From an optimization exercise on the open Yosys and OpenROAD flow, aimed at small area, a short achievable clock period and few clock cycles per item; shortcuts taken in it are not production practice.

==> zinc: inputs <==
==> flow/design.v <==
module div_find_ones (
    input wire [32-1 : 0]  data_in,
    output wire [4:0]               lz,
    output wire                     zero
);
wire [15:0] data_1;
wire [7:0]  data_2;
wire [3:0]  data_3;
wire [1:0]  data_4;
assign zero  = ~|data_in;
assign lz[4] = ~|data_in[31:16];
assign data_1 = (lz[4])? data_in[15:0] : data_in[31:16];
assign lz[3] = ~|data_1[15:8];
assign data_2 = (lz[3])? data_1[7:0] : data_1[15:8];
assign lz[2] = ~|data_2[7:4];
assign data_3 = (lz[2])? data_2[3:0] : data_2[7:4];
assign lz[1] = ~|data_3[3:2];
assign data_4 = (lz[1])? data_3[1:0] : data_3[3:2];
assign lz[0] = ~data_4[1];
endmodule
module div_add_ks #(parameter W = 34) (
    input  wire [W-1:0] a,
    input  wire [W-1:0] b,
    input  wire         cin,
    output wire [W-1:0] sum
);
wire [W:0] g [0:6];
wire [W:0] p [0:6];
assign g[0] = {a & b, cin};
assign p[0] = {a ^ b, 1'b0};
genvar l, i;
generate
    for (l = 0; l < 6; l = l + 1) begin : lvl
        for (i = 0; i <= W; i = i + 1) begin : bitn
            if (i >= (1 << l)) begin : comb
                assign g[l+1][i] = g[l][i] | (p[l][i] & g[l][i-(1<<l)]);
                assign p[l+1][i] = p[l][i] & p[l][i-(1<<l)];
            end else begin : pass
                assign g[l+1][i] = g[l][i];
                assign p[l+1][i] = p[l][i];
            end
        end
    end
endgenerate
assign sum = p[0][W:1] ^ g[6][W-1:0];
endmodule
module div (
    input wire                      clk,
    input wire                      rst_n,
    input wire                      div_start,
    input wire [2:0]                div_opcode,
    input wire [32-1 : 0]  div_divident,
    input wire [32-1 : 0]  div_divisor,
    output wire [32-1 : 0] div_quotient,
    output wire [32-1 : 0] div_remainder,
    output wire                     div_finish
);
reg st_idle, st_abs, st_lz, st_shift, st_iter, st_fix, st_done;
reg [31:0] rem_r;     
reg [33:0] dsr_r;     
reg [31:0] quo_r;
reg [4:0]  lza_r;     
reg [4:0]  lzb_r;     
reg [4:0]  k_r;       
reg        sa_r;      
reg        sb_r;      
reg        cin_r;     
reg        neg_q;     
reg        neg_r;     
wire load = st_idle | st_done;
wire start_signed = (div_opcode == 3'd1);
wire [31:0] rem_neg = ~rem_r + 32'd1;
wire [31:0] b_mag = dsr_r[31:0] ^ {32{sb_r}};
wire [4:0] lz_a, lz_b;
wire       zero_a, zero_b;
div_find_ones u_lz_a (.data_in(rem_r), .lz(lz_a), .zero(zero_a));
div_find_ones u_lz_b (.data_in(b_mag), .lz(lz_b), .zero(zero_b));
wire       b_is_0 = zero_b & ~sb_r;
wire       k_neg  = (lz_b < lz_a);
wire [4:0] k      = lzb_r - lza_r;
wire       fix_lz = sa_r | ((sa_r ^ sb_r) & ~b_is_0);
wire       lz_end = st_lz & (b_is_0 | k_neg);
wire       it_end = st_iter & (k_r == 5'd0);
wire        fill = ~sb_r;
wire [33:0] s0 = k[0] ? {dsr_r[32:0], fill}     : dsr_r;
wire [33:0] s1 = k[1] ? {s0[31:0], {2{fill}}}   : s0;
wire [33:0] s2 = k[2] ? {s1[29:0], {4{fill}}}   : s1;
wire [33:0] s3 = k[3] ? {s2[25:0], {8{fill}}}   : s2;
wire [33:0] s4 = k[4] ? {s3[17:0], {16{fill}}}  : s3;
wire [33:0] sum;
div_add_ks #(.W(34)) u_add (.a({2'b00, rem_r}), .b(dsr_r), .cin(cin_r), .sum(sum));
wire        qbit = ~sum[33];
always @(posedge clk or negedge rst_n) begin
    if (!rst_n) begin
        st_idle  <= 1'b1;
        st_abs   <= 1'b0;
        st_lz    <= 1'b0;
        st_shift <= 1'b0;
        st_iter  <= 1'b0;
        st_fix   <= 1'b0;
        st_done  <= 1'b0;
    end else begin
        st_idle  <= (st_idle | st_done) & ~div_start;
        st_abs   <= div_start & start_signed & div_divident[31];
        st_lz    <= (div_start & ~(start_signed & div_divident[31])) | st_abs;
        st_shift <= st_lz & ~(b_is_0 | k_neg);
        st_iter  <= st_shift | (st_iter & (k_r != 5'd0));
        st_fix   <= (lz_end & fix_lz) | (it_end & (neg_r | neg_q));
        st_done  <= st_fix | (lz_end & ~fix_lz) | (it_end & ~(neg_r | neg_q));
    end
end
always @(posedge clk) begin
    if (load) begin
        rem_r <= div_divident;
        dsr_r <= {2'b00, div_divisor};
        sa_r  <= start_signed & div_divident[31];
        sb_r  <= start_signed & div_divisor[31];
    end
    if (st_abs) begin
        rem_r <= rem_neg;
    end
    if (st_lz) begin
        dsr_r <= {2'b11, sb_r ? dsr_r[31:0] : ~dsr_r[31:0]};
        cin_r <= ~sb_r;
        lza_r <= lz_a;
        lzb_r <= lz_b;
        quo_r <= {32{b_is_0}};
        neg_q <= (sa_r ^ sb_r) & ~b_is_0;
        neg_r <= sa_r;
    end
    if (st_shift) begin
        dsr_r <= s4;
        k_r   <= k;
    end
    if (st_iter) begin
        if (qbit) rem_r <= sum[31:0];
        quo_r <= {quo_r[30:0], qbit};
        dsr_r <= {dsr_r[33], dsr_r[33:1]};
        k_r   <= k_r - 5'd1;
    end
    if (st_fix) begin
        if (neg_r) rem_r <= rem_neg;
        if (neg_q) quo_r <= ~quo_r + 32'd1;
    end
end
assign div_quotient  = quo_r;
assign div_remainder = rem_r;
assign div_finish    = st_done;
endmodule
==> flow/flow/run.sh <==
#!/bin/bash
set -euo pipefail
MARGIN=8.4
bash standard.sh synth > synth.log 2>&1
bash standard.sh SETUP_SLACK_MARGIN=$MARGIN finish > layout.log 2>&1
==> flow/standard.sh <==
#!/bin/bash
# synth_recipe.tcl (not shown) runs the flow's synth.tcl, then flattens the netlist and writes it again
# the make line also repeats each setting of config.mk as NAME=value (left out here)
make -C /OpenROAD-flow-scripts/flow DESIGN_CONFIG=/design/flow/config.mk WORK_HOME=/design/flow/orfs CLKGATE_MAP_FILE= SYNTH_SCRIPT=/design/flow/synth_recipe.tcl "${@:-finish}"
==> flow/config.mk <==
export PLATFORM = sky130hd
export DESIGN_NAME = div
export DESIGN_NICKNAME = div
export VERILOG_FILES = /design/flow/design.v
export SDC_FILE = /design/flow/constraint.sdc
export NUM_CORES = 4
export LEC_CHECK = 0
export CAP_MARGIN = 20
export CORE_MARGIN = 2
export CORE_UTILIZATION = 40
export SLEW_MARGIN = 20
==> flow/constraint.sdc <==
create_clock -name core_clock -period 12.0 [get_ports {clk}]
set_input_delay 2.4000 -clock core_clock [delete_from_list [all_inputs] [get_ports {clk}]]
set_output_delay 2.4000 -clock core_clock [all_outputs]
set_load 0.01 [all_outputs]
==> inputs of umber, as changes to zinc <==
==> flow/design.v, changed modules only <==
module div (
    input wire                      clk,
    input wire                      rst_n,
    input wire                      div_start,
    input wire [2:0]                div_opcode,
    input wire [32-1 : 0]  div_divident,
    input wire [32-1 : 0]  div_divisor,
    output wire [32-1 : 0] div_quotient,
    output wire [32-1 : 0] div_remainder,
    output wire                     div_finish
);
localparam S_IDLE  = 3'd0;
localparam S_ABS   = 3'd1;
localparam S_ALIGN = 3'd2;
localparam S_ITER  = 3'd3;
localparam S_FIX   = 3'd4;
localparam S_DONE  = 3'd5;
reg [2:0]  state;
reg [31:0] rem_r;     
reg [31:0] dsr_r;     
reg [31:0] quo_r;
reg [4:0]  cnt_r;
reg        sgn_r;     
reg        neg_q;     
reg        neg_r;     
wire sa = sgn_r & rem_r[31];
wire sb = sgn_r & dsr_r[31];
wire [4:0] lz_a, lz_b;
wire       zero_a, zero_b;
div_find_ones u_lz_a (.data_in(rem_r), .lz(lz_a), .zero(zero_a));
div_find_ones u_lz_b (.data_in(dsr_r), .lz(lz_b), .zero(zero_b));
wire [5:0]  k     = {1'b0, lz_b} - {1'b0, lz_a};
wire [32:0] diff  = {1'b0, rem_r} - {1'b0, dsr_r};
wire start_signed = (div_opcode == 3'd1);
wire start_neg    = start_signed & (div_divident[31] | div_divisor[31]);
always @(posedge clk or negedge rst_n) begin
    if (!rst_n) begin
        state <= S_IDLE;
    end else if (div_start) begin
        state <= start_neg ? S_ABS : S_ALIGN;
    end else begin
        case (state)
        S_ABS:   state <= S_ALIGN;
        S_ALIGN: state <= (zero_b | k[5]) ? ((neg_q | neg_r) ? S_FIX : S_DONE) : S_ITER;
        S_ITER:  state <= (cnt_r == 5'd0) ? ((neg_q | neg_r) ? S_FIX : S_DONE) : S_ITER;
        S_FIX:   state <= S_DONE;
        default: state <= S_IDLE;
        endcase
    end
end
always @(posedge clk) begin
    if (div_start) begin
        rem_r <= div_divident;
        dsr_r <= div_divisor;
        sgn_r <= start_signed;
        neg_q <= 1'b0;
        neg_r <= 1'b0;
    end else begin
        case (state)
        S_ABS: begin
            rem_r <= sa ? (~rem_r + 32'd1) : rem_r;
            dsr_r <= sb ? (~dsr_r + 32'd1) : dsr_r;
            neg_q <= sa ^ sb;
            neg_r <= sa;
        end
        S_ALIGN: begin
            cnt_r <= k[4:0];
            dsr_r <= dsr_r << k[4:0];
            quo_r <= zero_b ? 32'hFFFF_FFFF : 32'd0;
            if (zero_b) neg_q <= 1'b0;
        end
        S_ITER: begin
            if (!diff[32]) rem_r <= diff[31:0];
            quo_r <= {quo_r[30:0], ~diff[32]};
            dsr_r <= {1'b0, dsr_r[31:1]};
            cnt_r <= cnt_r - 5'd1;
        end
        S_FIX: begin
            rem_r <= neg_r ? (~rem_r + 32'd1) : rem_r;
            quo_r <= neg_q ? (~quo_r + 32'd1) : quo_r;
        end
        default: ;
        endcase
    end
end
assign div_quotient  = quo_r;
assign div_remainder = rem_r;
assign div_finish    = (state == S_DONE);
endmodule
// module div_add_ks removed
--- a/flow/flow/run.sh
+++ b/flow/flow/run.sh
@@ -2,3 +2,3 @@
 set -euo pipefail
-MARGIN=8.4
+MARGIN=8.5
 bash standard.sh synth > synth.log 2>&1
==> metrics.yaml <==
synthesis:
  ys_seq_area_share_pct: 28.80
timing:
  final.min_clock_period_ns: 5.399
clock_tree:
  post_cts_resized: 343
run_status:
  status: "complete, no violations"
layout:
  multi_input_area_share_pct: 50.61
# the run above: umber

==> metrics.yaml <==
run_status:
  status: "complete, no violations"
timing:
  final.min_clock_period_ns: 3.601
clock_tree:
  post_cts_resized: 175
synthesis:
  synthTopCellsByArea: "edfxtp_1 14%, dfxtp_1 10%, o21ai_0 6.8%"
  ys_seq_area_share_pct: 25.07
  synthFlopType: "dfxtp_1"
worst_hold_path:
  hold-path-endpoint: "neg_r$_DFFE_PP_"
drt:
  drt-wirelength-per-cell_um: 21.75
# the run above: zinc

Function was not checked in any run of this note: the RTL went through the layout flow alone.

re-timing with driven ports:
No port has a modelled driver above. Below, the same layouts with a new extraction and two added sets of constraints. Step 1, drivers: a clkbuf_16 drives clk and a buf_2 each remaining input, both assumed. Step 2 also shifts input and output timing later by t, the mid clock arrival at the registers, as if the neighbouring blocks saw the same clock. a / b / c = ideal / step 1 / step 2; a / b = the first two.
| run | t (ns) | setup WS [ns] | latest minus earliest clock arrival (ns) | cell pins on the clock port's net |
|---|---|---|---|---|
| zinc | 0.483 | 8.399 / 8.370 / 8.095 | 0.017 / 0.017 | 1 |
| umber | 0.426 | 6.601 / 6.601 / 6.601 | 0.015 / 0.015 | 1 |
After both steps every run listed still meets setup and hold. For zinc, which loses most, drivers alone change the setup slack by -0.029 ns; drivers and shift together by -0.304 ns.
